Source: an optimization exercise on an open RTL-to-GDS flow (aim: small area). Production flows keep margins and buffers that such runs may drop.
Only simulation tests tie the RTL to the original design; equivalence was not proved.
Power figures rest on the tool's default switching activity, not on a simulated workload.

==> trial 7 <==
==> flow/design.v (excerpt) <==
module axi_gpio #(
    parameter int N_GPIOS = 32,
    parameter int AXI_ADDR_WIDTH = 12,
    parameter int AXI_DATA_WIDTH = 32
)(
   input aclk,
   input aresetn,
   input  logic [N_GPIOS-1:0] gpio_in_raw ,
   output logic [N_GPIOS-1:0] gpio_out,
   output logic irq,  
   output logic arready,
   input logic [AXI_ADDR_WIDTH-1:0] araddr,
   input logic arvalid,
   output logic [AXI_DATA_WIDTH-1:0] rdata,
   output logic [1:0] rresp,
   output logic rvalid,
   input logic rready,
   input logic wvalid,
   output logic wready,
   input logic [AXI_DATA_WIDTH-1:0] wdata,
   input logic [AXI_DATA_WIDTH/8-1:0] wstrb,
   input logic bready,
   output logic bvalid,
   output logic [1:0] bresp,
   output logic awready,
   input logic [AXI_ADDR_WIDTH-1:0] awaddr,
   input logic awvalid
);
Settings: LEC_CHECK=0, CAP_MARGIN=5, CORE_MARGIN=2, CORE_UTILIZATION=40, PLACE_DENSITY=0.85, SLEW_MARGIN=5; clock period 5.0 ns.
standard.sh (not shown) runs the stock make flow with config.mk's settings and CLKGATE_MAP_FILE= SYNTH_SCRIPT=/design/flow/synth_recipe.tcl, a recipe that flattens the netlist after the stock synthesis.
==> flow/flow/run.sh <==
#!/bin/bash
# Own layout flow:
#  1. the standard synthesis (standard.sh synth), unchanged;
#  2. the combinational cells of its netlist are re-mapped by ABC with
#     area-oriented scripts (several seeds, smallest kept); every flip-flop
#     instance (name, cell type) is kept, and each result is proven
#     equivalent to the standard netlist before it may be used;
#  3. the standard layout from that netlist, with input/output ports
#     buffered by buf_1 cells and a clock tree of clkbuf_8 leaf clusters
#     without dummy loads.
set -uo pipefail
here=$(pwd)
R=$here/orfs/results/$FLOW_PLATFORM/axi_gpio/base
export LIB=$FLOW_HOME/platforms/$FLOW_PLATFORM/lib/sky130_fd_sc_hd__tt_025C_1v80.lib

bash standard.sh synth > synth.log 2>&1 || exit 1

python3 flow/splitlib.py $LIB seq.lib comb.lib > splitlib.log 2>&1
DU=""
for c in $(sed -n '/DONT_USE_CELLS/,/^#/p' $FLOW_HOME/platforms/$FLOW_PLATFORM/config.mk | grep -o 'sky130_fd_sc_hd__[a-z0-9_]*'); do
  DU="$DU -dont_use $c"
done
export DU
cp $R/1_2_yosys.v 1_2_yosys_std.v

for t in s0 s7 s13 fast; do
  bash flow/remap.sh 1_2_yosys_std.v 1_2_yosys_$t.v flow/remap_$t.abc $t > remap_sh_$t.log 2>&1 &
done
wait
best=""; barea=""
for t in s0 s7 s13 fast; do
  [[ -s area_$t.txt ]] || continue
  a=$(cat area_$t.txt)
  if [[ -z "$best" ]] || awk "BEGIN{exit !($a < $barea)}"; then best=$t; barea=$a; fi
done
echo "remap choice: ${best:-none} area ${barea:-n/a}" > remap_choice.log
if [[ -n "$best" ]]; then
  cp 1_2_yosys_$best.v $R/1_2_yosys.v
  rm -f $R/1_synth.odb
fi

bash standard.sh \
  BUFFER_PORTS_ARGS="-buffer_cell sky130_fd_sc_hd__buf_1" \
  CTS_ARGS="-sink_clustering_enable -repair_clock_nets -dont_use_dummy_load -buf_list sky130_fd_sc_hd__clkbuf_8 -sink_clustering_size 14 -sink_clustering_max_diameter 80 -sink_buffer_max_cap_derate 1.0" \
  finish > finish.log 2>&1
==> flow/flow/remap.sh <==
#!/bin/bash
# usage: remap.sh in.v out.v script.abc tag
# Re-maps the combinational cells of in.v with ABC; flip-flops are kept as
# they are (black boxes). Writes out.v and the log remap_<tag>.log.
in=$1; out=$2; scr=$3; tag=$4
cat > remap_$tag.ys <<EOF
read_liberty -lib seq.lib
read_liberty -ignore_miss_func comb.lib
read_verilog $in
hierarchy -top $FLOW_TOP
flatten
opt_clean -purge
abc -liberty $LIB $DU -script $scr
opt_clean -purge
splitnets
opt_clean -purge
hilomap -singleton -hicell sky130_fd_sc_hd__conb_1 HI -locell sky130_fd_sc_hd__conb_1 LO
insbuf -buf sky130_fd_sc_hd__buf_4 A X
rename -enumerate -pattern remap_%_ w:\\\$*
rename -enumerate -pattern remapc_%_ c:\\\$*
stat -liberty $LIB
write_verilog -noattr -noexpr -nohex -nodec $out
EOF
yosys -l remap_$tag.log -q remap_$tag.ys > /dev/null 2>&1 || exit 1
# formal check: the re-mapped netlist must equal the standard one
cat > equiv_$tag.ys <<EOF
read_liberty -ignore_miss_func seq.lib
read_liberty -ignore_miss_func comb.lib
read_verilog $in
rename $FLOW_TOP gold
read_verilog $out
rename $FLOW_TOP gate
flatten
opt_clean
async2sync
equiv_make gold gate equiv
hierarchy -top equiv
equiv_simple -seq 2
equiv_induct
equiv_status -assert
EOF
yosys -l equiv_$tag.log -q equiv_$tag.ys > /dev/null 2>&1 || exit 1
grep -q "Equivalence successfully proven" equiv_$tag.log || exit 1
grep "Chip area" remap_$tag.log | awk '{print $NF}' > area_$tag.txt
==> flow/flow/remap_fast.abc <==
strash
dc2
dc2
dch -f
amap
topo
==> flow/flow/remap_s0.abc <==
strash
&get -n
&deepsyn -J 50 -T 240 -S 0
&put
dch -f
amap -m -F 4 -A 10 -C 2000
topo
==> flow/flow/remap_s13.abc <==
strash
&get -n
&deepsyn -J 50 -T 240 -S 13
&put
dch -f
amap -m -F 4 -A 10 -C 2000
topo
==> flow/flow/remap_s21.abc <==
strash
&get -n
&deepsyn -J 50 -T 240 -S 21
&put
dch -f
amap -m -F 4 -A 10 -C 2000
topo
==> flow/flow/remap_s7.abc <==
strash
&get -n
&deepsyn -J 50 -T 240 -S 7
&put
dch -f
amap -m -F 4 -A 10 -C 2000
topo
==> flow/flow/splitlib.py <==
# Split the platform liberty into sequential cells (kept as black boxes)
# and combinational cells (read as logic so ABC can re-map them).
import re, sys
src, seq_out, comb_out = sys.argv[1:4]
t = open(src).read()
starts = [m.start() for m in re.finditer(r'\n\s*cell\s*\(', t)]
hdr = t[:starts[0]]
seq, comb = [], []
for s in starts:
    p = t.index('{', s); depth = 0
    while True:
        c = t[p]
        if c == '{': depth += 1
        elif c == '}':
            depth -= 1
            if depth == 0: break
        p += 1
    body = t[s:p + 1]
    (seq if re.search(r'\b(ff|latch|statetable)\s*\(', body) else comb).append(body)
open(seq_out, 'w').write(hdr + ''.join(seq) + '\n}\n')
open(comb_out, 'w').write(hdr + ''.join(comb) + '\n}\n')
==> inputs of build 46, as changes to trial 7 <==
--- a/flow/design.v
+++ b/flow/design.v
@@ -37,17 +37,15 @@
   localparam logic [3:0] EDGE_EN_W  = 4'h8;
   localparam logic [3:0] EDGE_POL_W = 4'h9;
   localparam logic [3:0] LVL_POL_W  = 4'hA;
   localparam logic [3:0] VERSION_W  = 4'hB;
   localparam logic [3:0] SCRATCH_W  = 4'hC;
   localparam logic [3:0] DEBOUNCE_W = 4'hD;
   logic [31:0] dir_q, out_q, irq_mask_q, irq_status_q;
-  logic [31:0] edge_en_q, edge_npol_q, lvl_npol_q, scratch_q;
-  wire [31:0] edge_pol_q = ~edge_npol_q;
-  wire [31:0] lvl_pol_q = ~lvl_npol_q;
+  logic [31:0] edge_en_q, edge_pol_q, lvl_pol_q, scratch_q;
   logic [7:0]  debounce_cfg_q;
   logic [31:0] in_meta, in_sync, in_db_q, in_db_d;
   logic [7:0]  db_cnt [0:31];
   logic [3:0]  awcode_q;
   logic [31:0] wdata_q;
   logic [3:0]  wstrb_q;
   logic        clr_p1, clr_p2;    
@@ -91,31 +89,31 @@
   wire wr_db    = wr_apply & (awcode_q == DEBOUNCE_W);
   always_ff @(posedge aclk or negedge aresetn) begin
     if (!aresetn) begin
       dir_q          <= '0;
       out_q          <= '0;
       irq_mask_q     <= '0;
       edge_en_q      <= '0;
-      edge_npol_q    <= '0;
-      lvl_npol_q     <= '0;
+      edge_pol_q     <= '1;
+      lvl_pol_q      <= '1;
       scratch_q      <= '0;
       debounce_cfg_q <= '0;
       clr_p1         <= 1'b0;
       clr_p2         <= 1'b0;
     end else begin
       for (int i = 0; i < 32; i++) begin
         if (bmask[i]) begin
           if (wr_dir)  dir_q[i]      <= wdata_q[i];
           if (wr_out)  out_q[i]      <= wdata_q[i];
           if (wr_set & wdata_q[i]) out_q[i] <= 1'b1;
           if (wr_clr & wdata_q[i]) out_q[i] <= 1'b0;
           if (wr_mask) irq_mask_q[i] <= wdata_q[i];
           if (wr_een)  edge_en_q[i]  <= wdata_q[i];
-          if (wr_epol) edge_npol_q[i] <= ~wdata_q[i];
-          if (wr_lpol) lvl_npol_q[i]  <= ~wdata_q[i];
+          if (wr_epol) edge_pol_q[i] <= wdata_q[i];
+          if (wr_lpol) lvl_pol_q[i]  <= wdata_q[i];
           if (wr_scr)  scratch_q[i]  <= wdata_q[i];
         end
       end
       if (wr_db & wstrb_q[0]) debounce_cfg_q <= wdata_q[7:0];
       clr_p1 <= wr_iclr;
       clr_p2 <= clr_p1;
     end
==> flow/run.sh (new file) <==
#!/bin/bash
# synth_recipe.tcl (not shown) runs the flow's synth.tcl, then flattens the netlist and writes it again
# the make line also repeats each setting of config.mk as NAME=value (left out here)
make -C /OpenROAD-flow-scripts/flow DESIGN_CONFIG=/design/flow/config.mk WORK_HOME=/design/flow/orfs CLKGATE_MAP_FILE= SYNTH_SCRIPT=/design/flow/synth_recipe.tcl finish
CAP_MARGIN = 20   (was 5)
CTS_BUF_LIST = sky130_fd_sc_hd__clkbuf_4   (was not set)
PLACE_DENSITY = not set   (was 0.85)
SLEW_MARGIN = 20   (was 5)
removed: flow/flow/run.sh
removed: flow/flow/remap.sh
removed: flow/flow/remap_fast.abc
removed: flow/flow/remap_s0.abc
removed: flow/flow/remap_s13.abc
removed: flow/flow/remap_s21.abc
removed: flow/flow/remap_s7.abc
removed: flow/flow/splitlib.py
removed: flow/standard.sh
==> summary of the runs <==
Of build 46 and trial 7, trial 7 has the higher fmax (gap about 9%, measured against trial 7). Build 46 went through all stages and came out clean. Trial 7 completed without violations. Between trial 7 and build 46, the lower sequential share of layout area is in build 46 (gap 12 points). Between trial 7 and build 46, the lower global-route usage is in build 46 (gap 1.4 points). Of trial 7 and build 46, build 46 has the higher cell count (gap about 13%, measured against build 46). In sequential cell count, build 46 and trial 7 do not differ.
==> figures <==
Worst Reg2Reg Path Length in Cells: trial 7 7; build 46 8
Post-DP HPWL: trial 7 62700 um; build 46 69700 um
Filler cell count in the final layout: trial 7 6764; build 46 8520
Peak supply drop: trial 7 0.369 mV; build 46 0.220 mV
Largest net degree at the start of global routing: trial 7 106; build 46 98
Post-layout util: trial 7 0.447; build 46 0.467
Post-placement cell area: trial 7 31900 um2; build 46 39300 um2
Fraction of standard cell area that is sequential: trial 7 0.528; build 46 0.412
Net Switching: trial 7 4.68 mW; build 46 5.80 mW
Final worst-path cycle share: trial 7 0.767; build 46 0.838
Status: trial 7 timing/DRC/antenna clean; build 46 timing/DRC/antenna clean

## port drivers added, routing unchanged
How much do the figures lean on ideal ports? The routed layouts below were timed once more, with nothing changed but the port constraints.
Step 1 (the two cells are an assumption about what drives the block):
set clk [get_ports {aclk}]
set_driving_cell -lib_cell sky130_fd_sc_hd__clkbuf_16 $clk
set_driving_cell -lib_cell sky130_fd_sc_hd__buf_2 [delete_from_list [all_inputs] $clk]
Step 2, shift: input delay + t, output delay - t, t = (earliest + latest rising clock arrival at the registers) / 2. This alone moves slack from input paths to output paths.
Slacks: ideal ports / drivers / drivers and shift; pairs: ideal ports / drivers.
run	t (ns)	setup WS [ns]	worst setup path at the end	clock arrival spread, ns	worst data-port slew with drivers (ns)
trial 7	0.730	1.166 / 1.110 / 1.078	input to register	0.086 / 0.085	0.13
build 46	1.149	0.808 / 0.749 / 1.236	input to register	0.104 / 0.104	0.12
After both steps every run listed still meets setup and hold. The setup slack of trial 7, which loses most, moves by -0.056 ns with the drivers and by -0.088 ns with both steps.
